What follows belongs to an exercise in optimizing a design on an open flow for small area; a production flow would make more cautious choices. The RTL was checked by simulation tests, not by an equivalence proof against the original design. Power is estimated from default activity; no workload was simulated.

### flow/design.v
`timescale 1ns/100ps
module I2cExpAndMuxMaster
#(  parameter g_SclHalfPeriod = 10'd256)
(
    input             Clk_ik,
    input             Rst_irq,
    input             IoExpWrReq_i,
    output            IoExpWrOn_oq,
    input             IoExpRdReq_i,
    output            IoExpRdOn_oq,
    input       [2:0] IoExpAddr_ib3,
    input       [1:0] IoExpRegAddr_ib2,
    input       [7:0] IoExpData_ib8,
    input             I2cSlaveWrReq_i,
    output            I2cSlaveWrOn_o,
    input             I2cSlaveRdReq_i,
    output            I2cSlaveRdOn_o,
    input       [3:0] I2cTarget_ib4,
    input       [7:0] I2cSlaveRegAddr_ib8,
    input       [7:0] I2cSlaveByte_ib8,
    output            Busy_o,
    output            NewByteRead_op,
    output      [7:0] ByteOut_ob8,
    input             Scl_ioz,
    input             Sda_ioz,
    output reg        SclOe_o,
    output reg        SdaOe_o
);
localparam CW = (g_SclHalfPeriod >= 512) ? 10 : (g_SclHalfPeriod >= 256) ? 9 : (g_SclHalfPeriod >= 128) ? 8 :
                (g_SclHalfPeriod >= 64) ? 7 : (g_SclHalfPeriod >= 32) ? 6 : (g_SclHalfPeriod >= 16) ? 5 :
                (g_SclHalfPeriod >= 8) ? 4 : (g_SclHalfPeriod >= 4) ? 3 : 2;
localparam  s_Idle           = 4'h0,
            s_IdleFirst      = 4'h1,
            s_FetchCommand   = 4'h2,
            s_StartExecution = 4'h3,
            s_StartSda1      = 4'h4,
            s_StartScl1      = 4'h5,
            s_StartSda0      = 4'h6,
            s_StartScl0      = 4'h7,
            s_SendScl0       = 4'h8,
            s_SendScl1       = 4'h9,
            s_GetScl0        = 4'ha,
            s_GetScl1        = 4'hb,
            s_StopSda0       = 4'hc,
            s_StopScl1       = 4'hd,
            s_StopSda1       = 4'he;
localparam  c_IoExpWriteSeq = 2'd0,
            c_IoExpReadSeq  = 2'd1,
            c_I2cSlaveRead  = 2'd2,
            c_I2cSlaveWrite = 2'd3;
localparam  c_GoToIdle     = 3'd0,
            c_SendStartBit = 3'd1,
            c_SendStopBit  = 3'd2,
            c_SendByte     = 3'd3,
            c_GetByte      = 3'd4;
reg  [3:0]    State_qb4, NextState_ab4;
reg  [CW-1:0] SclCounter_c;
reg  [3:0]    BitCounter_c4;
reg  [7:0]    ShReg_b8;               
reg  [1:0]    ActiveSequence_b2;
reg  [3:0]    CommandPointer_c4;      
reg  [3:0]    Target_qb4;             
reg  [7:0]    RegAddr_qb8;
reg  [7:0]    Data_qb8;
wire       Accept = (State_qb4 == s_Idle) && (IoExpWrReq_i || IoExpRdReq_i || I2cSlaveWrReq_i || I2cSlaveRdReq_i);
wire       SlaveAcc = ~IoExpWrReq_i && ~IoExpRdReq_i;
wire       CntDone = SclCounter_c == g_SclHalfPeriod;
assign Busy_o         = State_qb4 != s_Idle;
assign IoExpWrOn_oq   = Busy_o && ActiveSequence_b2 == c_IoExpWriteSeq;
assign IoExpRdOn_oq   = Busy_o && ActiveSequence_b2 == c_IoExpReadSeq;
assign I2cSlaveRdOn_o = Busy_o && ActiveSequence_b2 == c_I2cSlaveRead;
assign I2cSlaveWrOn_o = Busy_o && ActiveSequence_b2 == c_I2cSlaveWrite;
assign ByteOut_ob8    = ShReg_b8;
assign NewByteRead_op = State_qb4 == s_StartExecution &&
                        ((ActiveSequence_b2 == c_IoExpReadSeq && CommandPointer_c4 == 4'd6) ||
                         (ActiveSequence_b2 == c_I2cSlaveRead && CommandPointer_c4 == 4'ha));
wire [6:0] SlaveAddr_b7 = (Target_qb4[3] && Target_qb4[2:1] == 2'b10) ? 7'h55 :
                          (Target_qb4[3] && Target_qb4[2:1] == 2'b11) ? 7'h40 :
                                                                        {6'b101000, Target_qb4[0]};
wire [7:0] MuxAddrByte = {6'h38, Target_qb4[3], 1'b0};
wire [7:0] IoExpAddrByte = {4'b0100, Target_qb4[2:0], 1'b0};
reg  [2:0] Command_b3;
reg  [7:0] Byte_b8;
always @* begin
    Byte_b8 = 8'h00;
    case (ActiveSequence_b2)
    c_IoExpWriteSeq: case (CommandPointer_c4)
        4'd0: Command_b3 = c_SendStartBit;
        4'd1: begin Command_b3 = c_SendByte; Byte_b8 = IoExpAddrByte; end
        4'd2: begin Command_b3 = c_SendByte; Byte_b8 = RegAddr_qb8; end
        4'd3: begin Command_b3 = c_SendByte; Byte_b8 = Data_qb8; end
        4'd4: Command_b3 = c_SendStopBit;
        default: Command_b3 = c_GoToIdle;
        endcase
    c_IoExpReadSeq: case (CommandPointer_c4)
        4'd0: Command_b3 = c_SendStartBit;
        4'd1: begin Command_b3 = c_SendByte; Byte_b8 = IoExpAddrByte; end
        4'd2: begin Command_b3 = c_SendByte; Byte_b8 = RegAddr_qb8; end
        4'd3: Command_b3 = c_SendStartBit;
        4'd4: begin Command_b3 = c_SendByte; Byte_b8 = IoExpAddrByte | 8'h01; end
        4'd5: Command_b3 = c_GetByte;
        4'd6: Command_b3 = c_SendStopBit;
        default: Command_b3 = c_GoToIdle;
        endcase
    c_I2cSlaveRead: case (CommandPointer_c4)
        4'h0: Command_b3 = c_SendStartBit;
        4'h1: begin Command_b3 = c_SendByte; Byte_b8 = MuxAddrByte; end
        4'h2: begin Command_b3 = c_SendByte; Byte_b8 = {5'b0, 1'b1, Target_qb4[2:1]}; end
        4'h3: Command_b3 = c_SendStopBit;
        4'h4: Command_b3 = c_SendStartBit;
        4'h5: begin Command_b3 = c_SendByte; Byte_b8 = {SlaveAddr_b7, 1'b0}; end
        4'h6: begin Command_b3 = c_SendByte; Byte_b8 = RegAddr_qb8; end
        4'h7: Command_b3 = c_SendStartBit;
        4'h8: begin Command_b3 = c_SendByte; Byte_b8 = {SlaveAddr_b7, 1'b1}; end
        4'h9: Command_b3 = c_GetByte;
        4'ha: Command_b3 = c_SendStopBit;
        4'hb: Command_b3 = c_SendStartBit;
        4'hc: begin Command_b3 = c_SendByte; Byte_b8 = MuxAddrByte; end
        4'hd: Command_b3 = c_SendByte;
        4'he: Command_b3 = c_SendStopBit;
        default: Command_b3 = c_GoToIdle;
        endcase
    default: case (CommandPointer_c4)
        4'h0: Command_b3 = c_SendStartBit;
        4'h1: begin Command_b3 = c_SendByte; Byte_b8 = MuxAddrByte; end
        4'h2: begin Command_b3 = c_SendByte; Byte_b8 = {5'b0, 1'b1, Target_qb4[2:1]}; end
        4'h3: Command_b3 = c_SendStopBit;
        4'h4: Command_b3 = c_SendStartBit;
        4'h5: begin Command_b3 = c_SendByte; Byte_b8 = {SlaveAddr_b7, 1'b0}; end
        4'h6: begin Command_b3 = c_SendByte; Byte_b8 = RegAddr_qb8; end
        4'h7: begin Command_b3 = c_SendByte; Byte_b8 = Data_qb8; end
        4'h8: Command_b3 = c_SendStopBit;
        4'h9: Command_b3 = c_SendStartBit;
        4'ha: begin Command_b3 = c_SendByte; Byte_b8 = MuxAddrByte; end
        4'hb: Command_b3 = c_SendByte;
        4'hc: Command_b3 = c_SendStopBit;
        default: Command_b3 = c_GoToIdle;
        endcase
    endcase
end
always @* begin
    NextState_ab4 = State_qb4;
    case (State_qb4)
    s_Idle:           if (Accept) NextState_ab4 = s_FetchCommand;
    s_IdleFirst:      NextState_ab4 = s_Idle;
    s_FetchCommand:   NextState_ab4 = s_StartExecution;
    s_StartExecution: case (Command_b3)
                      c_SendStartBit: NextState_ab4 = s_StartSda1;
                      c_SendByte:     NextState_ab4 = s_SendScl0;
                      c_GetByte:      NextState_ab4 = s_GetScl0;
                      c_SendStopBit:  NextState_ab4 = s_StopSda0;
                      default:        NextState_ab4 = s_IdleFirst;
                      endcase
    s_StartSda1: if (CntDone) NextState_ab4 = s_StartScl1;
    s_StartScl1: if (CntDone) NextState_ab4 = s_StartSda0;
    s_StartSda0: if (CntDone) NextState_ab4 = s_StartScl0;
    s_StartScl0: if (CntDone) NextState_ab4 = s_FetchCommand;
    s_SendScl0:  if (CntDone) NextState_ab4 = (BitCounter_c4 == 4'd9) ? s_FetchCommand : s_SendScl1;
    s_SendScl1:  if (CntDone) NextState_ab4 = s_SendScl0;
    s_GetScl0:   if (CntDone) NextState_ab4 = (BitCounter_c4 == 4'd9) ? s_FetchCommand : s_GetScl1;
    s_GetScl1:   if (CntDone) NextState_ab4 = s_GetScl0;
    s_StopSda0:  if (CntDone) NextState_ab4 = s_StopScl1;
    s_StopScl1:  if (CntDone) NextState_ab4 = s_StopSda1;
    s_StopSda1:  if (CntDone) NextState_ab4 = s_FetchCommand;
    default:     NextState_ab4 = s_Idle;
    endcase
end
always @(posedge Clk_ik) State_qb4 <= Rst_irq ? s_Idle : NextState_ab4;
reg LineOk;
always @* case (State_qb4)
    s_StartSda1, s_StopSda1:                                  LineOk =  Sda_ioz;
    s_StartSda0, s_StopSda0:                                  LineOk = ~Sda_ioz;
    s_StartScl1, s_SendScl1, s_GetScl1, s_StopScl1:           LineOk =  Scl_ioz;
    default:                                                  LineOk = ~Scl_ioz;
endcase
always @(posedge Clk_ik) begin
    if (State_qb4 == s_StartExecution || CntDone || !LineOk) SclCounter_c <= {CW{1'b0}};
    else                                                     SclCounter_c <= SclCounter_c + 1'b1;
    if (State_qb4 == s_StartExecution) BitCounter_c4 <= 4'h0;
    else if ((State_qb4 == s_SendScl1 || State_qb4 == s_GetScl1) && CntDone) BitCounter_c4 <= BitCounter_c4 + 1'b1;
    if (State_qb4 == s_Idle || State_qb4 == s_IdleFirst) CommandPointer_c4 <= 4'hf;
    else if (State_qb4 == s_FetchCommand)                CommandPointer_c4 <= CommandPointer_c4 + 1'b1;
    if (State_qb4 == s_GetScl1 && CntDone && BitCounter_c4 != 4'd8) ShReg_b8 <= {ShReg_b8[6:0], Sda_ioz};
    if (Accept) begin
        ActiveSequence_b2 <= IoExpWrReq_i ? c_IoExpWriteSeq :
                             IoExpRdReq_i ? c_IoExpReadSeq  :
                             I2cSlaveWrReq_i ? c_I2cSlaveWrite : c_I2cSlaveRead;
        Target_qb4  <= SlaveAcc ? I2cTarget_ib4 : {1'b0, IoExpAddr_ib3};
        RegAddr_qb8 <= SlaveAcc ? I2cSlaveRegAddr_ib8 : {6'b0, IoExpRegAddr_ib2};
        if (IoExpWrReq_i)                      Data_qb8 <= IoExpData_ib8;
        else if (~IoExpRdReq_i && I2cSlaveWrReq_i) Data_qb8 <= I2cSlaveByte_ib8;
    end
end
always @(posedge Clk_ik) begin
    if (Rst_irq) begin
        SclOe_o <= 1'b0;
        SdaOe_o <= 1'b0;
    end else case (State_qb4)
        s_Idle, s_IdleFirst: begin SclOe_o <= 1'b0; SdaOe_o <= 1'b0; end
        s_StartSda1, s_StopSda1: SdaOe_o <= 1'b0;
        s_StartSda0, s_StopSda0: SdaOe_o <= 1'b1;
        s_StartScl1, s_SendScl1, s_GetScl1, s_StopScl1: SclOe_o <= 1'b0;
        s_StartScl0: SclOe_o <= 1'b1;
        s_SendScl0: begin
            SclOe_o <= 1'b1;
            if (SclCounter_c == g_SclHalfPeriod[9:1]) SdaOe_o <= BitCounter_c4[3] ? 1'b0 : !Byte_b8[~BitCounter_c4[2:0]];
        end
        s_GetScl0: begin SclOe_o <= 1'b1; SdaOe_o <= 1'b0; end
        default: ;
    endcase
end
endmodule
`timescale 1ns/100ps
module I2cExpAndMuxReqArbiter
#(  parameter g_IdWaitWidth   = 24)
(
    input             Clk_ik,
    input             Rst_irq,
    output reg        IoExpWrReq_oq,
    input             IoExpWrOn_i,
    output reg        IoExpRdReq_oq,
    input             IoExpRdOn_i,
    output reg  [2:0] IoExpAddr_oqb3,
    output reg  [1:0] IoExpRegAddr_oqb2,
    output reg  [7:0] IoExpData_oqb8,
    output reg        I2cSlaveWrReq_oq,
    input             I2cSlaveWrOn_i,
    output reg        I2cSlaveRdReq_oq,
    input             I2cSlaveRdOn_i,
    output reg  [3:0] I2cTarget_oqb4,        
    output reg  [7:0] I2cSlaveRegAddr_oqb8,
    output reg  [7:0] I2cSlaveByte_oqb8,
    input             MasterBusy_i,
    input             MasterNewByteRead_ip,
    input       [7:0] MasterByteOut_ib8,
    input             IoExpApp12Int_ian,
    input             IoExpApp34Int_ian,
    input             IoExpBstEthInt_ian,
    input             IoExpLosInt_ian,
    input             IoExpBlmInInt_ian,
    output reg        InitDone_oq,
    output reg  [4:0] VmeGa_onqb5,
    output reg        VmeGaP_onq,
    input       [7:0] Led_ib8,
    output reg  [7:0] StatusLed_ob8,
    input             GpIo1A2B_i,
    input             EnGpIo1Term_i,
    input             GpIo2A2B_i,
    input             EnGpIo2Term_i,
    input             GpIo34A2B_i,
    input             EnGpIo3Term_i,
    input             EnGpIo4Term_i,
    output reg        StatusGpIo1A2B_oq,
    output reg        StatusEnGpIo1Term_oq,
    output reg        StatusGpIo2A2B_oq,
    output reg        StatusEnGpIo2Term_oq,
    output reg        StatusGpIo34A2B_oq,
    output reg        StatusEnGpIo3Term_oq,
    output reg        StatusEnGpIo4Term_oq,
    output reg  [7:0] BlmIn_oqb8,
    output reg        AppSfp1Present_oq,
    output reg [15:0] AppSfp1Id_oq16,
    output reg        AppSfp1TxFault_oq,
    output reg        AppSfp1Los_oq,
    input             AppSfp1TxDisable_i,
    input             AppSfp1RateSelect_i,
    output reg        StatusAppSfp1TxDisable_oq,
    output reg        StatusAppSfp1RateSelect_oq,
    output reg        AppSfp2Present_oq,
    output reg [15:0] AppSfp2Id_oq16,
    output reg        AppSfp2TxFault_oq,
    output reg        AppSfp2Los_oq,
    input             AppSfp2TxDisable_i,
    input             AppSfp2RateSelect_i,
    output reg        StatusAppSfp2TxDisable_oq,
    output reg        StatusAppSfp2RateSelect_oq,
    output reg        AppSfp3Present_oq,
    output reg [15:0] AppSfp3Id_oq16,
    output reg        AppSfp3TxFault_oq,
    output reg        AppSfp3Los_oq,
    input             AppSfp3TxDisable_i,
    input             AppSfp3RateSelect_i,
    output reg        StatusAppSfp3TxDisable_oq,
    output reg        StatusAppSfp3RateSelect_oq,
    output reg        AppSfp4Present_oq,
    output reg [15:0] AppSfp4Id_oq16,
    output reg        AppSfp4TxFault_oq,
    output reg        AppSfp4Los_oq,
    input             AppSfp4TxDisable_i,
    input             AppSfp4RateSelect_i,
    output reg        StatusAppSfp4TxDisable_oq,
    output reg        StatusAppSfp4RateSelect_oq,
    output reg        BstSfpPresent_oq,
    output reg [15:0] BstSfpId_oq16,
    output reg        BstSfpTxFault_oq,
    output reg        BstSfpLos_oq,
    input             BstSfpTxDisable_i,
    input             BstSfpRateSelect_i,
    output reg        StatusBstSfpTxDisable_oq,
    output reg        StatusBstSfpRateSelect_oq,
    output reg        EthSfpPresent_oq,
    output reg [15:0] EthSfpId_oq16,
    output reg        EthSfpTxFault_oq,
    output reg        EthSfpLos_oq,
    input             EthSfpTxDisable_i,
    input             EthSfpRateSelect_i,
    output reg        StatusEthSfpTxDisable_oq,
    output reg        StatusEthSfpRateSelect_oq,
    output reg        CdrLos_oq,
    output reg        CdrLol_oq,
    input              I2cWbCyc_i,
    input              I2cWbStb_i,
    input              I2cWbWe_i,
    input       [11:0] I2cWbAdr_ib12,
    input        [7:0] I2cWbDat_ib8,
    output  reg  [7:0] I2cWbDat_ob8,
    output  reg        I2cWbAck_o,
    input              WbCyc_i,
    input              WbStb_i,
    input              WbWe_i,
    input       [31:0] WbDat_ib32,
    output      [31:0] WbDat_oqb32,
    output  reg        WbAck_oa
);
localparam  s_Idle            = 6'b010000,
            s_GaRead          = 6'b000011,
            s_BlmInRead       = 6'b000110,
            s_LosRead         = 6'b000111,
            s_GpioWrite       = 6'b001100,
            s_GpioSetMode     = 6'b011100,
            s_LedWrite        = 6'b001101,
            s_LedSetMode      = 6'b011101,
            s_BstEthWrite     = 6'b001010,
            s_BstEthSetMode   = 6'b011010,
            s_App1App2Write   = 6'b001000,
            s_App1App2SetMode = 6'b011000,
            s_App3App4Write   = 6'b001001,
            s_App3App4SetMode = 6'b011001,
            s_BstEthRead      = 6'b000010,
            s_App1App2Read    = 6'b000000,
            s_App3App4Read    = 6'b000001,
            s_App1ReadId1     = 6'b100000,
            s_App2ReadId1     = 6'b100001,
            s_App3ReadId1     = 6'b100010,
            s_App4ReadId1     = 6'b100011,
            s_BstReadId1      = 6'b100100,
            s_EthReadId1      = 6'b100101,
            s_App1ReadId2     = 6'b101000,
            s_App2ReadId2     = 6'b101001,
            s_App3ReadId2     = 6'b101010,
            s_App4ReadId2     = 6'b101011,
            s_BstReadId2      = 6'b101100,
            s_EthReadId2      = 6'b101101;
reg [31:0] GlobalConfigReg_q32;
always @(posedge Clk_ik)
    if (Rst_irq) begin
        GlobalConfigReg_q32 <= 32'h0003_D090;
        WbAck_oa            <= 1'b0;
    end else begin
        if (WbCyc_i && WbWe_i && WbStb_i) GlobalConfigReg_q32 <= WbDat_ib32;
        WbAck_oa <= WbStb_i && WbCyc_i;
    end
assign WbDat_oqb32 = GlobalConfigReg_q32;
wire        a_BlmInI2cIntDisable       = GlobalConfigReg_q32[28];
wire        a_LosI2cIntDisable         = GlobalConfigReg_q32[27];
wire        a_BstEthSfpI2cIntDisable   = GlobalConfigReg_q32[26];
wire        a_AppSfp34I2cIntDisable    = GlobalConfigReg_q32[25];
wire        a_AppSfp12I2cIntDisable    = GlobalConfigReg_q32[24];
wire [23:0] a_BlmInMuteOthersTime_b24  = GlobalConfigReg_q32[23:0];
wire        a_BlmInI2cIntTimeOutEnable = |a_BlmInMuteOthersTime_b24;
reg [5:0] State_q, NextState_a;
reg       Enter_q;       
reg AppSfp12ExpWrReqMask, AppSfp34ExpWrReqMask, BstEthSfpExpWrReqMask, GpioExpWrReqMask, LedExpWrReqMask,
    AppSfp12ExpRdReqMask, AppSfp34ExpRdReqMask, BstEthSfpExpRdReqMask, LosExRdReqMask, BlmInRdReqMask;
reg [7:0] I2cAccReqMask_b8;
reg [23:0] BlmInMuteOthersCnt_c24;
reg PreAppSfp1Present_q, PreAppSfp2Present_q, PreAppSfp3Present_q, PreAppSfp4Present_q,
    PreEthSfpPresent_q, PreBstSfpPresent_q;
reg MasterBusy_d, MasterTrnDone_p;
reg [2:0] IoExpApp12Int_x3, IoExpApp34Int_x3, IoExpBstEthInt_x3, IoExpLosInt_x3, IoExpBlmInInt_x3;
reg [g_IdWaitWidth-1:0] WaitCounter_c;
always @(posedge Clk_ik) begin
    IoExpApp12Int_x3  <= {IoExpApp12Int_x3 [1:0], IoExpApp12Int_ian};
    IoExpApp34Int_x3  <= {IoExpApp34Int_x3 [1:0], IoExpApp34Int_ian};
    IoExpBstEthInt_x3 <= {IoExpBstEthInt_x3[1:0], IoExpBstEthInt_ian};
    IoExpLosInt_x3    <= {IoExpLosInt_x3   [1:0], IoExpLosInt_ian};
    IoExpBlmInInt_x3  <= {IoExpBlmInInt_x3 [1:0], IoExpBlmInInt_ian};
end
wire BlmInRdReq        = ~BlmInRdReqMask        && ~(IoExpBlmInInt_x3[2]  || a_BlmInI2cIntDisable);
wire AppSfp12ExpRdReq  = ~AppSfp12ExpRdReqMask  && ~(IoExpApp12Int_x3[2]  || a_AppSfp12I2cIntDisable);
wire AppSfp34ExpRdReq  = ~AppSfp34ExpRdReqMask  && ~(IoExpApp34Int_x3[2]  || a_AppSfp34I2cIntDisable);
wire BstEthSfpExpRdReq = ~BstEthSfpExpRdReqMask && ~(IoExpBstEthInt_x3[2] || a_BstEthSfpI2cIntDisable);
wire LosExRdReq        = ~LosExRdReqMask        && ~(IoExpLosInt_x3[2]    || a_LosI2cIntDisable);
wire AppSfp12ExpWrReq  = ~AppSfp12ExpWrReqMask  && (AppSfp1TxDisable_i^StatusAppSfp1TxDisable_oq) || (AppSfp1RateSelect_i^StatusAppSfp1RateSelect_oq) || (AppSfp2TxDisable_i^StatusAppSfp2TxDisable_oq) || (AppSfp2RateSelect_i^StatusAppSfp2RateSelect_oq);
wire AppSfp34ExpWrReq  = ~AppSfp34ExpWrReqMask  && (AppSfp3TxDisable_i^StatusAppSfp3TxDisable_oq) || (AppSfp3RateSelect_i^StatusAppSfp3RateSelect_oq) || (AppSfp4TxDisable_i^StatusAppSfp4TxDisable_oq) || (AppSfp4RateSelect_i^StatusAppSfp4RateSelect_oq);
wire BstEthSfpExpWrReq = ~BstEthSfpExpWrReqMask && (BstSfpTxDisable_i^StatusBstSfpTxDisable_oq) || (BstSfpRateSelect_i^StatusBstSfpRateSelect_oq) || (EthSfpTxDisable_i^StatusEthSfpTxDisable_oq) || (EthSfpRateSelect_i^StatusEthSfpRateSelect_oq);
wire GpioExpWrReq      = ~GpioExpWrReqMask      && (GpIo1A2B_i^StatusGpIo1A2B_oq || EnGpIo1Term_i^StatusEnGpIo1Term_oq || GpIo2A2B_i^StatusGpIo2A2B_oq || EnGpIo2Term_i^StatusEnGpIo2Term_oq || GpIo34A2B_i^StatusGpIo34A2B_oq || EnGpIo3Term_i^StatusEnGpIo3Term_oq || EnGpIo4Term_i^StatusEnGpIo4Term_oq);
wire LedExpWrReq       = ~LedExpWrReqMask       && (Led_ib8 != StatusLed_ob8);
wire       WbReq = I2cWbCyc_i && I2cWbStb_i && ~I2cWbAck_o &&
                   ~(I2cWbAdr_ib12[11:10] == 2'b11 && I2cWbAdr_ib12[8]);
wire [2:0] WbIface = (I2cWbAdr_ib12[11:10] == 2'b11) ? {2'b11, ~I2cWbAdr_ib12[9]} : I2cWbAdr_ib12[11:9];
wire [7:0] I2cAccReq_b8 = {8{WbReq}} & (8'b1 << WbIface) & ~I2cAccReqMask_b8;    
wire AnyReq = BlmInRdReq || AppSfp12ExpRdReq || AppSfp34ExpRdReq || BstEthSfpExpRdReq || LosExRdReq ||
              AppSfp12ExpWrReq || AppSfp34ExpWrReq || BstEthSfpExpWrReq || GpioExpWrReq || LedExpWrReq ||
              |I2cAccReq_b8;
always @(posedge Clk_ik) MasterBusy_d    <= MasterBusy_i;
always @(posedge Clk_ik) MasterTrnDone_p <= MasterBusy_d && ~MasterBusy_i;
wire StIoExp = ~State_q[5];
wire StId    = State_q[5] & ~State_q[4];
wire StWb    = State_q[5] &  State_q[4];
wire StIdle  = State_q == s_Idle;
wire [2:0] Iface = State_q[2:0];
always @* begin
    NextState_a = State_q;
    if (StWb) begin
        if (~(I2cWbCyc_i && I2cWbStb_i)) NextState_a = s_Idle;
    end else if (StIdle) begin
        if (~MasterBusy_i) begin
            if (~InitDone_oq) NextState_a = s_GaRead;
            else if (|BlmInMuteOthersCnt_c24) begin
                if ((BlmInMuteOthersCnt_c24 == a_BlmInMuteOthersTime_b24) && BlmInRdReq) NextState_a = s_BlmInRead;
            end else begin
                if (BlmInRdReq && ~a_BlmInI2cIntTimeOutEnable) NextState_a = s_BlmInRead;
                else if (AppSfp12ExpRdReq ) NextState_a = s_App1App2Read;
                else if (AppSfp34ExpRdReq ) NextState_a = s_App3App4Read;
                else if (BstEthSfpExpRdReq) NextState_a = s_BstEthRead;
                else if (LosExRdReq       ) NextState_a = s_LosRead;
                else if (AppSfp12ExpWrReq ) NextState_a = s_App1App2Write;
                else if (AppSfp34ExpWrReq ) NextState_a = s_App3App4Write;
                else if (BstEthSfpExpWrReq) NextState_a = s_BstEthWrite;
                else if (GpioExpWrReq     ) NextState_a = s_GpioWrite;
                else if (LedExpWrReq      ) NextState_a = s_LedWrite;
                else if (|I2cAccReq_b8    ) NextState_a = {2'b11, I2cWbWe_i, WbIface};
            end
        end
    end else if (MasterTrnDone_p) case (State_q)
        s_GaRead          : NextState_a = s_BlmInRead;
        s_BlmInRead       : NextState_a = InitDone_oq ? s_Idle : s_LosRead;
        s_LosRead         : NextState_a = InitDone_oq ? s_Idle : s_GpioWrite;
        s_GpioWrite       : NextState_a = InitDone_oq ? s_Idle : s_GpioSetMode;
        s_GpioSetMode     : NextState_a = InitDone_oq ? s_Idle : s_LedWrite;
        s_LedWrite        : NextState_a = InitDone_oq ? s_Idle : s_LedSetMode;
        s_LedSetMode      : NextState_a = InitDone_oq ? s_Idle : s_BstEthWrite;
        s_BstEthWrite     : NextState_a = InitDone_oq ? s_Idle : s_BstEthSetMode;
        s_BstEthSetMode   : NextState_a = InitDone_oq ? s_Idle : s_App1App2Write;
        s_App1App2Write   : NextState_a = InitDone_oq ? s_Idle : s_App1App2SetMode;
        s_App1App2SetMode : NextState_a = InitDone_oq ? s_Idle : s_App3App4Write;
        s_App3App4Write   : NextState_a = InitDone_oq ? s_Idle : s_App3App4SetMode;
        s_App3App4SetMode : NextState_a = InitDone_oq ? s_Idle : s_BstEthRead;
        s_BstEthRead      : if      (PreBstSfpPresent_q && ~BstSfpPresent_oq) NextState_a = s_BstReadId1;
                            else if (PreEthSfpPresent_q && ~EthSfpPresent_oq) NextState_a = s_EthReadId1;
                            else NextState_a = InitDone_oq ? s_Idle : s_App1App2Read;
        s_BstReadId1      : NextState_a = s_BstReadId2;
        s_BstReadId2      : if (PreEthSfpPresent_q && ~EthSfpPresent_oq) NextState_a = s_EthReadId1;
                            else NextState_a = InitDone_oq ? s_Idle : s_App1App2Read;
        s_EthReadId1      : NextState_a = s_EthReadId2;
        s_EthReadId2      : NextState_a = InitDone_oq ? s_Idle : s_App1App2Read;
        s_App1App2Read    : if      (PreAppSfp1Present_q && ~AppSfp1Present_oq) NextState_a = s_App1ReadId1;
                            else if (PreAppSfp2Present_q && ~AppSfp2Present_oq) NextState_a = s_App2ReadId1;
                            else NextState_a = InitDone_oq ? s_Idle : s_App3App4Read;
        s_App1ReadId1     : NextState_a = s_App1ReadId2;
        s_App1ReadId2     : if (PreAppSfp2Present_q && ~AppSfp2Present_oq) NextState_a = s_App2ReadId1;
                            else NextState_a = InitDone_oq ? s_Idle : s_App3App4Read;
        s_App2ReadId1     : NextState_a = s_App2ReadId2;
        s_App2ReadId2     : NextState_a = InitDone_oq ? s_Idle : s_App3App4Read;
        s_App3App4Read    : if      (PreAppSfp3Present_q && ~AppSfp3Present_oq) NextState_a = s_App3ReadId1;
                            else if (PreAppSfp4Present_q && ~AppSfp4Present_oq) NextState_a = s_App4ReadId1;
                            else NextState_a = s_Idle;
        s_App3ReadId1     : NextState_a = s_App3ReadId2;
        s_App3ReadId2     : if (PreAppSfp4Present_q && ~AppSfp4Present_oq) NextState_a = s_App4ReadId1;
                            else NextState_a = s_Idle;
        s_App4ReadId1     : NextState_a = s_App4ReadId2;
        s_App4ReadId2     : NextState_a = s_Idle;
        default           : ;
    endcase
end
always @(posedge Clk_ik) State_q <= Rst_irq ? s_Idle : NextState_a;
always @(posedge Clk_ik) Enter_q <= NextState_a != State_q;
always @(posedge Clk_ik) begin
        if (StIoExp && ~StIdle) begin
            IoExpAddr_oqb3    <= State_q[2:0];
            IoExpRegAddr_oqb2 <= State_q[4:3];
        end
        if (StIoSm && State_q[2:1] != 2'b10) IoExpData_oqb8 <= 8'b10011001;    
        if (Enter_q) case (State_q)
            s_GpioWrite:     IoExpData_oqb8 <= {1'b0, EnGpIo4Term_i, EnGpIo3Term_i, EnGpIo2Term_i, EnGpIo1Term_i, GpIo34A2B_i, GpIo2A2B_i, GpIo1A2B_i};
            s_GpioSetMode,
            s_LedSetMode:    IoExpData_oqb8 <= 8'b0;
            s_LedWrite:      IoExpData_oqb8 <= ~Led_ib8;
            s_BstEthWrite:   IoExpData_oqb8 <= {1'b0, EthSfpRateSelect_i, EthSfpTxDisable_i, 2'b0, BstSfpRateSelect_i, BstSfpTxDisable_i, 1'b0};
            s_App1App2Write: IoExpData_oqb8 <= {1'b0, AppSfp2RateSelect_i, AppSfp2TxDisable_i, 2'b0, AppSfp1RateSelect_i, AppSfp1TxDisable_i, 1'b0};
            s_App3App4Write: IoExpData_oqb8 <= {1'b0, AppSfp4RateSelect_i, AppSfp4TxDisable_i, 2'b0, AppSfp3RateSelect_i, AppSfp3TxDisable_i, 1'b0};
            default: ;
        endcase
        if (StId) begin
            I2cTarget_oqb4       <= {Iface[2], Iface[2] ? {1'b0, Iface[0]} : Iface[1:0], 1'b0};
            I2cSlaveRegAddr_oqb8 <= {7'b0, State_q[3]};
        end
        if (StWb) begin
            I2cTarget_oqb4       <= {Iface, I2cWbAdr_ib12[8]};
            I2cSlaveRegAddr_oqb8 <= I2cWbAdr_ib12[7:0];
        end
        if (StWbWr) I2cSlaveByte_oqb8 <= I2cWbDat_ib8;
end
wire NBR = MasterNewByteRead_ip;
wire [7:0] B = MasterByteOut_ib8;
wire Done     = MasterTrnDone_p;
wire StIoRd   = StIoExp && State_q[4:3] == 2'b00;
wire StIoWr   = StIoExp && State_q[4:3] == 2'b01;
wire StIoSm   = StIoExp && State_q[4:3] == 2'b11;
wire StId1    = StId && ~State_q[3];
wire StId2    = StId &&  State_q[3];
wire StWbRd   = StWb && ~State_q[3];
wire StWbWr   = StWb &&  State_q[3];
wire [7:0] Br = B & {8{~Rst_irq}};                   
wire [7:0] Bz = B & {8{~(Rst_irq | StIoRd)}};        
wire       Pz = ~(Rst_irq | StIoRd);                 
wire [7:0] Dr = IoExpData_oqb8 & {8{~Rst_irq}};
wire RdApp12  = State_q == s_App1App2Read && NBR;
wire RdApp34  = State_q == s_App3App4Read && NBR;
wire RdBstEth = State_q == s_BstEthRead   && NBR;
wire ClrApp1 = RdApp12  && B[3];
wire ClrApp2 = RdApp12  && B[7];
wire ClrApp3 = RdApp34  && B[3];
wire ClrApp4 = RdApp34  && B[7];
wire ClrBst  = RdBstEth && B[3];
wire ClrEth  = RdBstEth && B[7];
wire [5:0] LdId1 = {6{StId1 && NBR}} & (6'b1 << Iface);    
wire [5:0] LdId2 = {6{StId2 && NBR}} & (6'b1 << Iface);
always @(posedge Clk_ik) begin
    if (Rst_irq || ClrApp1 || LdId1[0]) AppSfp1Id_oq16[7:0]  <= Bz;
    if (Rst_irq || ClrApp2 || LdId1[1]) AppSfp2Id_oq16[7:0]  <= Bz;
    if (Rst_irq || ClrApp3 || LdId1[2]) AppSfp3Id_oq16[7:0]  <= Bz;
    if (Rst_irq || ClrApp4 || LdId1[3]) AppSfp4Id_oq16[7:0]  <= Bz;
    if (Rst_irq || ClrBst  || LdId1[4]) BstSfpId_oq16[7:0]   <= Bz;
    if (Rst_irq || ClrEth  || LdId1[5]) EthSfpId_oq16[7:0]   <= Bz;
    if (Rst_irq || ClrApp1 || LdId2[0]) begin AppSfp1Id_oq16[15:8] <= Bz; AppSfp1Present_oq <= Pz; end
    if (Rst_irq || ClrApp2 || LdId2[1]) begin AppSfp2Id_oq16[15:8] <= Bz; AppSfp2Present_oq <= Pz; end
    if (Rst_irq || ClrApp3 || LdId2[2]) begin AppSfp3Id_oq16[15:8] <= Bz; AppSfp3Present_oq <= Pz; end
    if (Rst_irq || ClrApp4 || LdId2[3]) begin AppSfp4Id_oq16[15:8] <= Bz; AppSfp4Present_oq <= Pz; end
    if (Rst_irq || ClrBst  || LdId2[4]) begin BstSfpId_oq16[15:8]  <= Bz; BstSfpPresent_oq  <= Pz; end
    if (Rst_irq || ClrEth  || LdId2[5]) begin EthSfpId_oq16[15:8]  <= Bz; EthSfpPresent_oq  <= Pz; end
    if (Rst_irq || RdApp12) begin
        AppSfp1TxFault_oq <= Br[0]; PreAppSfp1Present_q <= ~B[3] & ~Rst_irq;
        AppSfp2TxFault_oq <= Br[4]; PreAppSfp2Present_q <= ~B[7] & ~Rst_irq;
    end
    if (Rst_irq || RdApp34) begin
        AppSfp3TxFault_oq <= Br[0]; PreAppSfp3Present_q <= ~B[3] & ~Rst_irq;
        AppSfp4TxFault_oq <= Br[4]; PreAppSfp4Present_q <= ~B[7] & ~Rst_irq;
    end
    if (Rst_irq || RdBstEth) begin
        BstSfpTxFault_oq <= Br[0]; PreBstSfpPresent_q <= ~B[3] & ~Rst_irq;
        EthSfpTxFault_oq <= Br[4]; PreEthSfpPresent_q <= ~B[7] & ~Rst_irq;
    end
    if (Rst_irq || (State_q == s_GaRead && NBR)) {VmeGaP_onq, VmeGa_onqb5} <= Br[5:0];
    if (Rst_irq || (State_q == s_BlmInRead && NBR)) BlmIn_oqb8 <= Br;
    if (Rst_irq || (State_q == s_LosRead && NBR))
        {CdrLol_oq, CdrLos_oq, EthSfpLos_oq, BstSfpLos_oq, AppSfp4Los_oq, AppSfp3Los_oq, AppSfp2Los_oq, AppSfp1Los_oq} <= {B[7] | Rst_irq, Br[6:0]};
    if (Rst_irq || (State_q == s_GpioWrite && Done))
        {StatusEnGpIo4Term_oq, StatusEnGpIo3Term_oq, StatusEnGpIo2Term_oq, StatusEnGpIo1Term_oq, StatusGpIo34A2B_oq, StatusGpIo2A2B_oq, StatusGpIo1A2B_oq} <= Dr[6:0];
    if (Rst_irq || (State_q == s_LedWrite && Done)) StatusLed_ob8 <= ~IoExpData_oqb8 & {8{~Rst_irq}};
    if (Rst_irq || (State_q == s_BstEthWrite && Done))
        {StatusEthSfpRateSelect_oq, StatusEthSfpTxDisable_oq, StatusBstSfpRateSelect_oq, StatusBstSfpTxDisable_oq} <= {Dr[6:5], Dr[2:1]};
    if (Rst_irq || (State_q == s_App1App2Write && Done))
        {StatusAppSfp2RateSelect_oq, StatusAppSfp2TxDisable_oq, StatusAppSfp1RateSelect_oq, StatusAppSfp1TxDisable_oq} <= {Dr[6:5], Dr[2:1]};
    if (Rst_irq || State_q == s_App3App4Write)
        {StatusAppSfp4RateSelect_oq, StatusAppSfp4TxDisable_oq, StatusAppSfp3RateSelect_oq, StatusAppSfp3TxDisable_oq} <= {Dr[6:5], Dr[2:1]};
    if (StWbRd && NBR) I2cWbDat_ob8 <= B;
end
wire App4IdPending = PreAppSfp4Present_q && ~AppSfp4Present_oq;
wire App3IdPending = PreAppSfp3Present_q && ~AppSfp3Present_oq;
wire InitEnd = Done && ((State_q == s_App3App4Read && ~App3IdPending && ~App4IdPending) ||
                        (State_q == s_App3ReadId2  && ~App4IdPending) ||
                         State_q == s_App4ReadId2);
always @(posedge Clk_ik) begin
    if (Rst_irq) begin
        InitDone_oq                <= 1'b0;
        IoExpWrReq_oq              <= 1'b0;
        IoExpRdReq_oq              <= 1'b0;
        I2cSlaveWrReq_oq           <= 1'b0;
        I2cSlaveRdReq_oq           <= 1'b0;
        BlmInRdReqMask             <= 1'b0;
        AppSfp12ExpRdReqMask       <= 1'b0;
        AppSfp34ExpRdReqMask       <= 1'b0;
        BstEthSfpExpRdReqMask      <= 1'b0;
        LosExRdReqMask             <= 1'b0;
        AppSfp12ExpWrReqMask       <= 1'b0;
        AppSfp34ExpWrReqMask       <= 1'b0;
        BstEthSfpExpWrReqMask      <= 1'b0;
        GpioExpWrReqMask           <= 1'b0;
        LedExpWrReqMask            <= 1'b0;
        I2cAccReqMask_b8           <= 8'b0;
        BlmInMuteOthersCnt_c24     <= 24'h0;
        I2cWbAck_o                 <= 1'b0;
        WaitCounter_c              <= {g_IdWaitWidth{1'b0}};
    end else begin
        if (InitEnd) InitDone_oq <= 1'b1;
        if (State_q == s_BlmInRead || ~InitDone_oq || ~a_BlmInI2cIntTimeOutEnable) BlmInMuteOthersCnt_c24 <= 24'h0;
        else if (|BlmInMuteOthersCnt_c24 || BlmInRdReq) BlmInMuteOthersCnt_c24 <= BlmInMuteOthersCnt_c24 + 1'b1;
        if (StIdle) begin
            I2cWbAck_o    <= 1'b0;
            WaitCounter_c <= {g_IdWaitWidth{1'b0}};
            if (~AnyReq) begin
                BlmInRdReqMask        <= 1'b0;
                AppSfp12ExpRdReqMask  <= 1'b0;
                AppSfp34ExpRdReqMask  <= 1'b0;
                BstEthSfpExpRdReqMask <= 1'b0;
                LosExRdReqMask        <= 1'b0;
                AppSfp12ExpWrReqMask  <= 1'b0;
                AppSfp34ExpWrReqMask  <= 1'b0;
                BstEthSfpExpWrReqMask <= 1'b0;
                GpioExpWrReqMask      <= 1'b0;
                LedExpWrReqMask       <= 1'b0;
                I2cAccReqMask_b8      <= 8'b0;
            end
        end
        case (State_q)
        s_BlmInRead:     BlmInRdReqMask        <= ~a_BlmInI2cIntTimeOutEnable;
        s_LosRead:       LosExRdReqMask        <= 1'b1;
        s_GpioWrite:     GpioExpWrReqMask      <= 1'b1;
        s_LedWrite:      LedExpWrReqMask       <= 1'b1;
        s_BstEthWrite:   BstEthSfpExpWrReqMask <= 1'b1;
        s_App1App2Write: AppSfp12ExpWrReqMask  <= 1'b1;
        s_App3App4Write: AppSfp34ExpWrReqMask  <= 1'b1;
        s_BstEthRead:    BstEthSfpExpRdReqMask <= 1'b1;
        s_App1App2Read:  AppSfp12ExpRdReqMask  <= 1'b1;
        s_App3App4Read:  AppSfp34ExpRdReqMask  <= 1'b1;
        default: ;
        endcase
        if (StIoRd) begin
            if (Enter_q) IoExpRdReq_oq <= 1'b1;
            else if (IoExpRdOn_i) IoExpRdReq_oq <= 1'b0;
        end
        if (StIoWr || StIoSm) begin
            if (Enter_q) IoExpWrReq_oq <= 1'b1;
            else if (IoExpWrOn_i) IoExpWrReq_oq <= 1'b0;
        end
        if (StId1 && (Enter_q || |WaitCounter_c)) WaitCounter_c <= WaitCounter_c + 1'b1;
        if (StId1) begin
            if (&WaitCounter_c) I2cSlaveRdReq_oq <= 1'b1;
            else if (I2cSlaveRdOn_i) I2cSlaveRdReq_oq <= 1'b0;
        end
        if (StWb) begin
            I2cAccReqMask_b8[Iface] <= 1'b1;
            if (Done) I2cWbAck_o <= 1'b1;
        end
        if (StWbWr) begin
            if (Enter_q) I2cSlaveWrReq_oq <= 1'b1;
            else if (I2cSlaveWrOn_i) I2cSlaveWrReq_oq <= 1'b0;
        end
        if (StId2 || StWbRd) begin
            if (Enter_q) I2cSlaveRdReq_oq <= 1'b1;
            else if (I2cSlaveRdOn_i) I2cSlaveRdReq_oq <= 1'b0;
        end
    end
end
endmodule
`timescale 1ns/100ps
module vfchd_i2cmux (
    input           Clk_ik,
    input           Rst_irq,
    input           IoExpApp12Int_ian,
    input           IoExpApp34Int_ian,
    input           IoExpBstEthInt_ian,
    input           IoExpLosInt_ian,
    input           IoExpBlmInInt_ian,
    output          InitDone_oq,
    output [4:0]    VmeGa_onqb5,
    output          VmeGaP_onq,
    input  [7:0]    Led_ib8,
    output [7:0]    StatusLed_ob8,
    input           GpIo1A2B_i,
    input           EnGpIo1Term_i,
    input           GpIo2A2B_i,
    input           EnGpIo2Term_i,
    input           GpIo34A2B_i,
    input           EnGpIo3Term_i,
    input           EnGpIo4Term_i,
    output          StatusGpIo1A2B_oq,
    output          StatusEnGpIo1Term_oq,
    output          StatusGpIo2A2B_oq,
    output          StatusEnGpIo2Term_oq,
    output          StatusGpIo34A2B_oq,
    output          StatusEnGpIo3Term_oq,
    output          StatusEnGpIo4Term_oq,
    output [7:0]    BlmIn_oqb8,
    output          AppSfp1Present_oq,
    output [15:0]   AppSfp1Id_oq16,
    output          AppSfp1TxFault_oq,
    output          AppSfp1Los_oq,
    input           AppSfp1TxDisable_i,
    input           AppSfp1RateSelect_i,
    output          StatusAppSfp1TxDisable_oq,
    output          StatusAppSfp1RateSelect_oq,
    output          AppSfp2Present_oq,
    output [15:0]   AppSfp2Id_oq16,
    output          AppSfp2TxFault_oq,
    output          AppSfp2Los_oq,
    input           AppSfp2TxDisable_i,
    input           AppSfp2RateSelect_i,
    output          StatusAppSfp2TxDisable_oq,
    output          StatusAppSfp2RateSelect_oq,
    output          AppSfp3Present_oq,
    output [15:0]   AppSfp3Id_oq16,
    output          AppSfp3TxFault_oq,
    output          AppSfp3Los_oq,
    input           AppSfp3TxDisable_i,
    input           AppSfp3RateSelect_i,
    output          StatusAppSfp3TxDisable_oq,
    output          StatusAppSfp3RateSelect_oq,
    output          AppSfp4Present_oq,
    output [15:0]   AppSfp4Id_oq16,
    output          AppSfp4TxFault_oq,
    output          AppSfp4Los_oq,
    input           AppSfp4TxDisable_i,
    input           AppSfp4RateSelect_i,
    output          StatusAppSfp4TxDisable_oq,
    output          StatusAppSfp4RateSelect_oq,
    output          BstSfpPresent_oq,
    output [15:0]   BstSfpId_oq16,
    output          BstSfpTxFault_oq,
    output          BstSfpLos_oq,
    input           BstSfpTxDisable_i,
    input           BstSfpRateSelect_i,
    output          StatusBstSfpTxDisable_oq,
    output          StatusBstSfpRateSelect_oq,
    output          EthSfpPresent_oq,
    output [15:0]   EthSfpId_oq16,
    output          EthSfpTxFault_oq,
    output          EthSfpLos_oq,
    input           EthSfpTxDisable_i,
    input           EthSfpRateSelect_i,
    output          StatusEthSfpTxDisable_oq,
    output          StatusEthSfpRateSelect_oq,
    output          CdrLos_oq,
    output          CdrLol_oq,
    input           I2cWbCyc_i,
    input           I2cWbStb_i,
    input           I2cWbWe_i,
    input  [11:0]   I2cWbAdr_ib12,
    input  [7:0]    I2cWbDat_ib8,
    output [7:0]    I2cWbDat_ob8,
    output          I2cWbAck_o,
    input           WbCyc_i,
    input           WbStb_i,
    input           WbWe_i,
    input  [31:0]   WbDat_ib32,
    output [31:0]   WbDat_oqb32,
    output          WbAck_oa,
    input           Scl_i,
    input           Sda_i,
    output          SclOe_o,
    output          SdaOe_o
);
wire       IoExpWrReq, IoExpWrOn, IoExpRdReq, IoExpRdOn;
wire [2:0] IoExpAddr;
wire [1:0] IoExpRegAddr;
wire [7:0] IoExpData;
wire       I2cSlaveWrReq, I2cSlaveWrOn, I2cSlaveRdReq, I2cSlaveRdOn;
wire [3:0] I2cTarget;
wire [7:0] I2cSlaveRegAddr, I2cSlaveByte;
wire       MasterBusy, MasterNewByteRead;
wire [7:0] MasterByteOut;
I2cExpAndMuxReqArbiter #(.g_IdWaitWidth(12)) i_Arbiter (
    .Clk_ik                      (Clk_ik),
    .Rst_irq                     (Rst_irq),
    .IoExpWrReq_oq               (IoExpWrReq),
    .IoExpWrOn_i                 (IoExpWrOn),
    .IoExpRdReq_oq               (IoExpRdReq),
    .IoExpRdOn_i                 (IoExpRdOn),
    .IoExpAddr_oqb3              (IoExpAddr),
    .IoExpRegAddr_oqb2           (IoExpRegAddr),
    .IoExpData_oqb8              (IoExpData),
    .I2cSlaveWrReq_oq            (I2cSlaveWrReq),
    .I2cSlaveWrOn_i              (I2cSlaveWrOn),
    .I2cSlaveRdReq_oq            (I2cSlaveRdReq),
    .I2cSlaveRdOn_i              (I2cSlaveRdOn),
    .I2cTarget_oqb4              (I2cTarget),
    .I2cSlaveRegAddr_oqb8        (I2cSlaveRegAddr),
    .I2cSlaveByte_oqb8           (I2cSlaveByte),
    .MasterBusy_i                (MasterBusy),
    .MasterNewByteRead_ip        (MasterNewByteRead),
    .MasterByteOut_ib8           (MasterByteOut),
    .IoExpApp12Int_ian           (IoExpApp12Int_ian),
    .IoExpApp34Int_ian           (IoExpApp34Int_ian),
    .IoExpBstEthInt_ian          (IoExpBstEthInt_ian),
    .IoExpLosInt_ian             (IoExpLosInt_ian),
    .IoExpBlmInInt_ian           (IoExpBlmInInt_ian),
    .InitDone_oq                 (InitDone_oq),
    .VmeGa_onqb5                 (VmeGa_onqb5),
    .VmeGaP_onq                  (VmeGaP_onq),
    .Led_ib8                     (Led_ib8),
    .StatusLed_ob8               (StatusLed_ob8),
    .GpIo1A2B_i                  (GpIo1A2B_i),
    .EnGpIo1Term_i               (EnGpIo1Term_i),
    .GpIo2A2B_i                  (GpIo2A2B_i),
    .EnGpIo2Term_i               (EnGpIo2Term_i),
    .GpIo34A2B_i                 (GpIo34A2B_i),
    .EnGpIo3Term_i               (EnGpIo3Term_i),
    .EnGpIo4Term_i               (EnGpIo4Term_i),
    .StatusGpIo1A2B_oq           (StatusGpIo1A2B_oq),
    .StatusEnGpIo1Term_oq        (StatusEnGpIo1Term_oq),
    .StatusGpIo2A2B_oq           (StatusGpIo2A2B_oq),
    .StatusEnGpIo2Term_oq        (StatusEnGpIo2Term_oq),
    .StatusGpIo34A2B_oq          (StatusGpIo34A2B_oq),
    .StatusEnGpIo3Term_oq        (StatusEnGpIo3Term_oq),
    .StatusEnGpIo4Term_oq        (StatusEnGpIo4Term_oq),
    .BlmIn_oqb8                  (BlmIn_oqb8),
    .AppSfp1Present_oq           (AppSfp1Present_oq),
    .AppSfp1Id_oq16              (AppSfp1Id_oq16),
    .AppSfp1TxFault_oq           (AppSfp1TxFault_oq),
    .AppSfp1Los_oq               (AppSfp1Los_oq),
    .AppSfp1TxDisable_i          (AppSfp1TxDisable_i),
    .AppSfp1RateSelect_i         (AppSfp1RateSelect_i),
    .StatusAppSfp1TxDisable_oq   (StatusAppSfp1TxDisable_oq),
    .StatusAppSfp1RateSelect_oq  (StatusAppSfp1RateSelect_oq),
    .AppSfp2Present_oq           (AppSfp2Present_oq),
    .AppSfp2Id_oq16              (AppSfp2Id_oq16),
    .AppSfp2TxFault_oq           (AppSfp2TxFault_oq),
    .AppSfp2Los_oq               (AppSfp2Los_oq),
    .AppSfp2TxDisable_i          (AppSfp2TxDisable_i),
    .AppSfp2RateSelect_i         (AppSfp2RateSelect_i),
    .StatusAppSfp2TxDisable_oq   (StatusAppSfp2TxDisable_oq),
    .StatusAppSfp2RateSelect_oq  (StatusAppSfp2RateSelect_oq),
    .AppSfp3Present_oq           (AppSfp3Present_oq),
    .AppSfp3Id_oq16              (AppSfp3Id_oq16),
    .AppSfp3TxFault_oq           (AppSfp3TxFault_oq),
    .AppSfp3Los_oq               (AppSfp3Los_oq),
    .AppSfp3TxDisable_i          (AppSfp3TxDisable_i),
    .AppSfp3RateSelect_i         (AppSfp3RateSelect_i),
    .StatusAppSfp3TxDisable_oq   (StatusAppSfp3TxDisable_oq),
    .StatusAppSfp3RateSelect_oq  (StatusAppSfp3RateSelect_oq),
    .AppSfp4Present_oq           (AppSfp4Present_oq),
    .AppSfp4Id_oq16              (AppSfp4Id_oq16),
    .AppSfp4TxFault_oq           (AppSfp4TxFault_oq),
    .AppSfp4Los_oq               (AppSfp4Los_oq),
    .AppSfp4TxDisable_i          (AppSfp4TxDisable_i),
    .AppSfp4RateSelect_i         (AppSfp4RateSelect_i),
    .StatusAppSfp4TxDisable_oq   (StatusAppSfp4TxDisable_oq),
    .StatusAppSfp4RateSelect_oq  (StatusAppSfp4RateSelect_oq),
    .BstSfpPresent_oq            (BstSfpPresent_oq),
    .BstSfpId_oq16               (BstSfpId_oq16),
    .BstSfpTxFault_oq            (BstSfpTxFault_oq),
    .BstSfpLos_oq                (BstSfpLos_oq),
    .BstSfpTxDisable_i           (BstSfpTxDisable_i),
    .BstSfpRateSelect_i          (BstSfpRateSelect_i),
    .StatusBstSfpTxDisable_oq    (StatusBstSfpTxDisable_oq),
    .StatusBstSfpRateSelect_oq   (StatusBstSfpRateSelect_oq),
    .EthSfpPresent_oq            (EthSfpPresent_oq),
    .EthSfpId_oq16               (EthSfpId_oq16),
    .EthSfpTxFault_oq            (EthSfpTxFault_oq),
    .EthSfpLos_oq                (EthSfpLos_oq),
    .EthSfpTxDisable_i           (EthSfpTxDisable_i),
    .EthSfpRateSelect_i          (EthSfpRateSelect_i),
    .StatusEthSfpTxDisable_oq    (StatusEthSfpTxDisable_oq),
    .StatusEthSfpRateSelect_oq   (StatusEthSfpRateSelect_oq),
    .CdrLos_oq                   (CdrLos_oq),
    .CdrLol_oq                   (CdrLol_oq),
    .I2cWbCyc_i                  (I2cWbCyc_i),
    .I2cWbStb_i                  (I2cWbStb_i),
    .I2cWbWe_i                   (I2cWbWe_i),
    .I2cWbAdr_ib12               (I2cWbAdr_ib12),
    .I2cWbDat_ib8                (I2cWbDat_ib8),
    .I2cWbDat_ob8                (I2cWbDat_ob8),
    .I2cWbAck_o                  (I2cWbAck_o),
    .WbCyc_i                     (WbCyc_i),
    .WbStb_i                     (WbStb_i),
    .WbWe_i                      (WbWe_i),
    .WbDat_ib32                  (WbDat_ib32),
    .WbDat_oqb32                 (WbDat_oqb32),
    .WbAck_oa                    (WbAck_oa)
);
I2cExpAndMuxMaster #(.g_SclHalfPeriod(10'd160)) i_Master (
    .Clk_ik             (Clk_ik),
    .Rst_irq            (Rst_irq),
    .IoExpWrReq_i       (IoExpWrReq),
    .IoExpWrOn_oq       (IoExpWrOn),
    .IoExpRdReq_i       (IoExpRdReq),
    .IoExpRdOn_oq       (IoExpRdOn),
    .IoExpAddr_ib3      (IoExpAddr),
    .IoExpRegAddr_ib2   (IoExpRegAddr),
    .IoExpData_ib8      (IoExpData),
    .I2cSlaveWrReq_i    (I2cSlaveWrReq),
    .I2cSlaveWrOn_o     (I2cSlaveWrOn),
    .I2cSlaveRdReq_i    (I2cSlaveRdReq),
    .I2cSlaveRdOn_o     (I2cSlaveRdOn),
    .I2cTarget_ib4      (I2cTarget),
    .I2cSlaveRegAddr_ib8(I2cSlaveRegAddr),
    .I2cSlaveByte_ib8   (I2cSlaveByte),
    .Busy_o             (MasterBusy),
    .NewByteRead_op     (MasterNewByteRead),
    .ByteOut_ob8        (MasterByteOut),
    .Scl_ioz            (Scl_i),
    .Sda_ioz            (Sda_i),
    .SclOe_o            (SclOe_o),
    .SdaOe_o            (SdaOe_o));
endmodule
### flow/flow/run.sh
#!/bin/bash
# Standard ORFS flow (the standard.sh, unchanged synthesis) with smaller port buffers
# and a clock tree of fewer, mid-size buffers.
set -euo pipefail
bash standard.sh \
  BUFFER_PORTS_ARGS="-buffer_cell sky130_fd_sc_hd__buf_1" \
  CTS_ARGS="-sink_clustering_enable -repair_clock_nets -buf_list sky130_fd_sc_hd__clkbuf_8 -sink_clustering_size 16 -sink_clustering_max_diameter 60 -dont_use_dummy_load" \
  finish > standard_flow.log 2>&1
### flow/standard.sh
#!/bin/bash
# synth_recipe.tcl (not shown) runs the flow's synth.tcl, then flattens the netlist and writes it again
# the make line also repeats each setting of config.mk as NAME=value (left out here)
make -C /OpenROAD-flow-scripts/flow DESIGN_CONFIG=/design/flow/config.mk WORK_HOME=/design/flow/orfs CLKGATE_MAP_FILE= SYNTH_SCRIPT=/design/flow/synth_recipe.tcl "${@:-finish}"
### flow/config.mk
export PLATFORM = sky130hd
export DESIGN_NAME = vfchd_i2cmux
export DESIGN_NICKNAME = vfchd_i2cmux
export VERILOG_FILES = /design/flow/design.v
export SDC_FILE = /design/flow/constraint.sdc
export NUM_CORES = 4
export LEC_CHECK = 0
export CAP_MARGIN = 20
export CORE_MARGIN = 2
export CORE_UTILIZATION = 60
export SLEW_MARGIN = 20
### flow/constraint.sdc
create_clock -name core_clock -period 10.0 [get_ports {Clk_ik}]
set_input_delay 2.0000 -clock core_clock [delete_from_list [all_inputs] [get_ports {Clk_ik}]]
set_output_delay 2.0000 -clock core_clock [all_outputs]
set_load 0.01 [all_outputs]
==> results of run 1 <==
## worst paths after layout
path / from / endpoint / slack (ns) / depth (start not counted)
worst min register to register: i_Arbiter.IoExpApp12Int_x3[0] / i_Arbiter.IoExpApp12Int_x3[1] / 0.33 / 0
worst min-delay path: i_Arbiter.IoExpApp12Int_x3[0] / i_Arbiter.IoExpApp12Int_x3[1] / 0.33 / 0
worst max-delay path: Led_ib8[6] / i_Arbiter.I2cAccReqMask_b8[4] / 5.64 / 8
worst max register to register: i_Arbiter.State_q[0] / i_Arbiter.I2cAccReqMask_b8[4] / 6.22 / 8
## logic make-up after synthesis
| group | count (synthesis) |
|---|---|
| flip-flops | 373 |
| buffers and inverters | 132 |
| adder cells (fa/ha/maj) | 19 |
| XOR/XNOR | 89 |
| multiplexers | 27 |
| AO/OA/AOI/OAI | 344 |
| AND/OR/NAND/NOR | 592 |
## final cells by class
| cell class | count | area, µm² | area share |
|---|---|---|---|
| Multi-Input combinational cell | 1071 | 6550 | 0.353 |
| Sequential cell | 373 | 9730 | 0.525 |
| Timing Repair Buffer | 306 | 1190 | 0.0644 |
| Clock buffer | 31 | 427 | 0.0230 |
| Inverter | 41 | 154 | 0.00831 |
| Tap cell | 378 | 473 | 0.0255 |
## metrics by stage
step | instances | hold slack (ns)
after floorplan | 1576 | 0.310
after global placement | 2169 | 0.310
after detailed placement | 2169 | 0.312
after CTS | 2200 | 0.334
after global routing | 2200 | 0.339
final | 2200 | 0.334
## cell usage after synthesis, types with 20 or more instances
master / number / area [µm²]
nand2_1: 153 / 574
o21ai_0: 73 / 365
xor2_1: 32 / 280
buf_2: 20 / 100
nand3_1: 71 / 355
nor2b_1: 38 / 238
a21oi_1: 98 / 490
nor2_1: 137 / 514
inv_1: 40 / 150
nor4_1: 23 / 144
edfxtp_1: 226 / 6790
and3_1: 24 / 150
clkbuf_1: 57 / 214
xnor2_1: 57 / 499
dfxtp_1: 147 / 2940
nor3_1: 33 / 165
## routing by layer
layer | track usage | up-vias
met5 | 0 | -
met4 | 0.0748 | 0
met3 | 0.0495 | 86
met2 | 0.450 | 676
met1 | 0.411 | 6266
li1 | - | 6235
## sequential cells by signal, indices dropped and copies added (netlist names), 6 cells and up
register                          count
i_Arbiter.AppSfp4Id_oq16             16
i_Arbiter.IoExpData_oqb8              8
i_Master.SclCounter_c                 8
i_Master.Data_qb8                     8
i_Arbiter.BlmInMuteOthersCnt_c24     24
i_Arbiter.WaitCounter_c              12
i_Arbiter.State_q                     6
i_Arbiter.AppSfp3Id_oq16             16
i_Arbiter.BlmIn_oqb8                  8
i_Arbiter.GlobalConfigReg_q32        32
i_Master.ShReg_b8                     8
i_Arbiter.AppSfp1Id_oq16             16
i_Arbiter.I2cAccReqMask_b8            8
i_Arbiter.I2cWbDat_ob8                8
i_Arbiter.BstSfpId_oq16              16
i_Master.RegAddr_qb8                  8
i_Arbiter.I2cSlaveRegAddr_oqb8        8
i_Arbiter.StatusLed_ob8               8
i_Arbiter.AppSfp2Id_oq16             16
i_Arbiter.EthSfpId_oq16              16
i_Arbiter.I2cSlaveByte_oqb8           8
## report_power, final
| part | switching, mW | total, mW | internal (mW) |
|---|---|---|---|
| logic | 0.661 | 0.998 | 0.338 |
| registers | 0.153 | 2.00 | 1.84 |
| clock network | 0.451 | 0.726 | 0.275 |
==> qor.csv, run 1 <==
stage;metric;value;unit
floorplanning;number of top-level pins;296;
clock_network;# Post-CTS Setup Buffers;0;
detailed_routing;top sig layer;met4;
global_route;initial antenna violation count;0;
detailed_routing;met3 WL post-DR;3.71;mm
global_route;largest net degree at the start of global routing;89;
floorplanning;width of the die;171;µm
floorplanning;Starting Density;0.607;
placed_design;Placed Instance Area;18100;µm²
synthesis;mux contribution to synthesized area;0.0176;
placed_design;hpwl dp;31.2;mm
clock_network;Clk Tree Root Cell;clkbuf_8;
pwr;power density over the cells;201;nW/µm²
detailed_routing;Post-Route WL;43.5;mm
clock_network;TritonCTS buffer count;31;
setup_path;critical path peak fanout;18;
timing;Final setup viols;0;
synthesis;Post-Synth Adder-Cell Area;0.0141;
timing;Hold Violations, Final;0;
synthesis;FFs w/ async S/R, synth;0;
setup_path;Buf+Inv Stages, Crit Path;1;
finish;fin util;0.669;
synthesis;Synthesized Nets;1689;
synthesis;post-synthesis sequential area ratio;0.579;
setup_path;crit path cell chain;buf_1 > xor2_1 > nor4_1 > a41oi_1 > nor4_2 > nand3_1 > a32oi_1 > nor2_1;
detailed_routing;First-pass DRT Iterations;6;
timing;final worst-path cycle share;0.436;
finish;fraction of layout cells with a size suffix above 1;0.0456;
floorplanning;die height;171;µm
floorplanning;die footprint;29400;µm²
finish;most common cell after layout, fill and taps aside;buf_1;
clock_network;TritonCTS Sinks;373;
pwr;Lkg Pwr;6.21;nW
detailed_routing;detailed-route DRC error count;0;
synthesis;Synth Instances;1576;
timing;Max Freq;0.229;GHz
timing;Least-Margin Pin Slew;1.07;ns
detailed_routing;Initial DRC Count;1364;
finish;Design Area, Final;18500;µm²
setup_path;WS Path Type;in -> reg;
global_route;vias in the first global route;12100;
setup_path;crit start category;primary input;
timing;max_slew headroom;0.287;
floorplanning;row count;61;
synthesis;Mapped Area;16800;µm²
synthesis;Synth cell types;84;
placed_design;port bufs;295;
clock_network;worst skew pair latency;0.61;ns
detailed_routing;Routed Antenna Nets;0;
setup_path;CP max stage delay;0.69;ns
clock_network;depth of the CTS H-tree;1;
detailed_routing;vias per cell;6.03;
pwr;Max IR drop VDD;0.121;mV
clock_network;Post-CTS Resized;0;
synthesis;syn_area_per_cell;10.7;µm²
floorplanning;core area;27700;µm²
detailed_routing;metal2 WL;19.8;mm
timing;RSZ-0062 raised after global routing;no;
detailed_routing;WL met1;19.0;mm
synthesis;main combinational cell family by area after synthesis;simple AND/OR/NAND/NOR gates;
pwr;Tot Pwr;3.72;mW
global_route;GRT overflow;0;
synthesis;Yosys reg bits;373;
timing;PnR worst setup slack;5.64;ns
finish;Final #Nets;1937;
timing;Worst Clk Skew;0.0542;ns
timing;Fin Setup TNS;0;ns
finish;commonest cells after routing, fill and taps aside;buf_1, edfxtp_1, nand2_1;
finish;Filler Cell Count;2235;
outcome;status;complete, no violations;
hold_path;Worst Hold Class;reg -> reg;
setup_path;Worst setup EP type;flip-flop;
clock_network;Post-CTS Hold Fix Bufs;0;
setup_path;Critical Path RT;10.46;ns
finish;area grow syn2layout;10.2;%
timing;fin crit period;4.36;ns
flow_run;Max-cap violations;0;
finish;Ant. Diodes;0;
global_route;GRT Util Overall;0.285;
timing;Slew Limit Fails;0;
clock_network;Clock transition at path regs;0.09;ns
setup_path;slowest CP cell;nand3_1;
clock_network;CTS tree;yes;
placed_design;Final GP Congestion;0.919;
synthesis;post-synthesis xor/xnor area fraction;0.0464;
detailed_routing;WL/cell;19.8;µm
synthesis;complex-gate fraction of the synthesized area;0.134;
placed_design;DP Worst Slack;5.07;ns
global_route;first-pass GRT wire length;65.9;mm
synthesis;number of synthesized flops with an enable pin;226;
setup_path;crit path DAT;4.81;ns
synthesis;simple-gate portion of the synthesized area;0.176;
synthesis;Warnings, synthesis;2;
setup_path;delay-heaviest family, CP;simple AND/OR/NAND/NOR gates;
detailed_routing;via count;13300;
synthesis;main flop type after synthesis;edfxtp_1;
clock_network;Clock Tree Buf Depth;3;
==> inputs of run 2 (changes only) <==
--- a/flow/config.mk
+++ b/flow/config.mk
@@ -9,3 +9,3 @@
 export CORE_MARGIN = 2
-export CORE_UTILIZATION = 60
+export CORE_UTILIZATION = 40
 export SLEW_MARGIN = 20
==> run 2 against run 1 <==
  * Design area up 1.6%
  * Non-clock buffer count increased by 1
  * Die area is 49% higher
  * Highest routed layer is now met5
  * Still clean
  * First-iteration DRC count decreased by 24%
  * Combinational power decreased by 0.5%
  * Global-route usage is 7.0 points lower
==> qor.csv, run 2 <==
stage;metric;value;unit;change
outcome;status;complete, no violations;;unchanged
detailed_routing;Initial DRC Count;1034;;was 1364
global_route;GRT overflow;0;;unchanged
clock_network;worst skew pair latency;0.63;ns;was 0.61 ns
synthesis;Mapped Area;16800;µm²;unchanged
timing;Hold Worst Slack;0.293;ns;was 0.334 ns
pwr;Lkg Pwr;6.26;nW;was 6.21 nW
placed_design;hpwl dp;35.3;mm;was 31.2 mm
setup_path;r2r setup slk;6.28;ns;was 6.22 ns
synthesis;main flop type after synthesis;edfxtp_1;;unchanged
global_route;vias in the first global route;12600;;was 12100
clock_network;Clock Tree Buf Depth;3;;unchanged
synthesis;Warnings, synthesis;2;;unchanged
synthesis;most common cell in the netlist;edfxtp_1;;unchanged
timing;fin crit period;4.19;ns;was 4.36 ns
synthesis;Synth area leaders;edfxtp_1, dfxtp_1, nand2_1, nor2_1, xnor2_1;;unchanged
detailed_routing;via count;13300;;about the same
finish;Regs by FF count;i_Arbiter.GlobalConfigReg_q32: 32 flops, i_Arbiter.BlmInMuteOthersCnt_c24: 24 flops;;unchanged
floorplanning;width of the die;209;µm;was 171 µm
detailed_routing;WL/cell;20.3;µm;was 19.8 µm
clock_network;Post-CTS Resized;0;;unchanged
synthesis;Synth cell types;84;;unchanged
timing;Final setup viols;0;;unchanged
synthesis;top post-synthesis cells by count;edfxtp_1, nand2_1, dfxtp_1;;unchanged
floorplanning;row count;75;;was 61
synthesis;Synth Instances;1576;;unchanged
timing;Slew Limit Fails;0;;unchanged
placed_design;Final GP Congestion;0.904;;was 0.919
global_route;largest net degree at the start of global routing;68;;was 89
floorplanning;core area;41800;µm²;was 27700 µm²
detailed_routing;Routed Antenna Nets;0;;unchanged
clock_network;TritonCTS Sinks;373;;unchanged
clock_network;depth of the CTS H-tree;2;;was 1
placed_design;Placed Cells;2331;;was 2169
synthesis;number of synthesized flops with an enable pin;226;;unchanged
pwr;Tot Pwr;3.85;mW;was 3.72 mW
setup_path;CP startpoint;Led_ib8[6];;unchanged
setup_path;Critical Path RT;10.42;ns;was 10.46 ns
floorplanning;number of top-level pins;296;;unchanged
timing;Worst Clk Skew;0.0728;ns;was 0.0542 ns
clock_network;Post-CTS Hold Fix Bufs;0;;unchanged
finish;Filler Cell Count;4047;;was 2235
global_route;first-pass GRT wire length;73.6;mm;was 65.9 mm
timing;Least-Margin Pin Slew;1.06;ns;was 1.07 ns
detailed_routing;First-pass DRT Iterations;7;;was 6
finish;Design Area, Final;18800;µm²;was 18500 µm²
timing;Fin Setup TNS;0;ns;unchanged
timing;final worst-path cycle share;0.419;;was 0.436
timing;Hold Violations, Final;0;;unchanged
[run 2: cell counts after synthesis]
Identical to the previous run, type by type.
[run 2: final cells by class]
class,count,area [µm²],share of cell area
repair buffers,307,1200,0.0639
multi-input cells,1071,6540,0.348
clock buffers,37,509,0.0271
well taps,539,674,0.0358
flip-flops and latches,373,9730,0.517
diodes,2,5.00,0.000266
inverters,41,154,0.00818
[run 2: logic make-up after synthesis]
logic type / Yosys count / synth area share
compound gates: 344 / 0.134
buf+inv: 132 / 0.0332
mux: 27 / 0.0176
fa+ha+maj: 19 / 0.0141
flops: 373 / 0.579
xor+xnor: 89 / 0.0464
simple gates: 592 / 0.176
[run 2: power breakdown]
group          total (mW)  internal [mW]  switching, mW  leakage, nW
clock network       0.825          0.331          0.494        0.266
logic               0.993          0.339          0.653         2.58
registers            2.03           1.84          0.190         3.41
total                3.85           2.51           1.34         6.26
[run 2: critical path: stages]
cell     delay (ns)
buf_1          0.09
xor2_1         0.14
nor4_1         0.39
a41oi_1        0.30
nor4_2         0.58
nand3_1        0.65
a32oi_1        0.38
nor2_1         0.07
[run 2: metrics by stage]
stage          setup slack [ns]   util
2_1_floorplan              6.05      -
3_3_place_gp               5.37  0.438
3_5_place_dp               5.27  0.438
4_1_cts                    5.87  0.450
5_1_grt                    5.55  0.450
6_report                   5.81  0.450
[run 2: path summary, 6_finish.rpt]
kind / end / depth (start not counted)
setup / recovery: i_Arbiter.I2cAccReqMask_b8[0] / 8
hold / removal: i_Arbiter.IoExpApp12Int_x3[2] / 0
setup reg to reg: i_Arbiter.I2cAccReqMask_b8[0] / 8
hold reg to reg: i_Arbiter.IoExpApp12Int_x3[2] / 0
[run 2: routing by layer]
metal	track usage	part of all wire
met5	0	0.00027
met3	0.0407	0.063
met2	0.351	0.47
met4	0.0591	0.023
met1	0.293	0.45

afterwards: timing with drivers on the ports:
How much do the figures lean on ideal ports? The routed layouts below were timed once more, with nothing changed but the port constraints.
Step 1: set_driving_cell puts a clkbuf_16 on Clk_ik and a buf_2 on each other input, an assumption about the parent block.
Step 2 times the ports against the registers' clock, not the clock port: input delays grow and output delays shrink by t, the midpoint of the rising clock arrivals with the driver on.
Slacks: ideal / step 1 / step 2; pairs: ideal / step 1.
run	t (ns)	slack for setup (ns)	hold slack, ns
run 1	0.635	5.642 / 5.671 / 5.036	0.334 / 0.334 / 0.334
run 2	0.639	5.807 / 5.834 / 5.195	0.293 / 0.293 / 0.293
After both steps setup and hold are still met in every run listed. The setup slack of run 2, which loses most, moves by +0.027 ns with the drivers and by -0.612 ns with both steps.
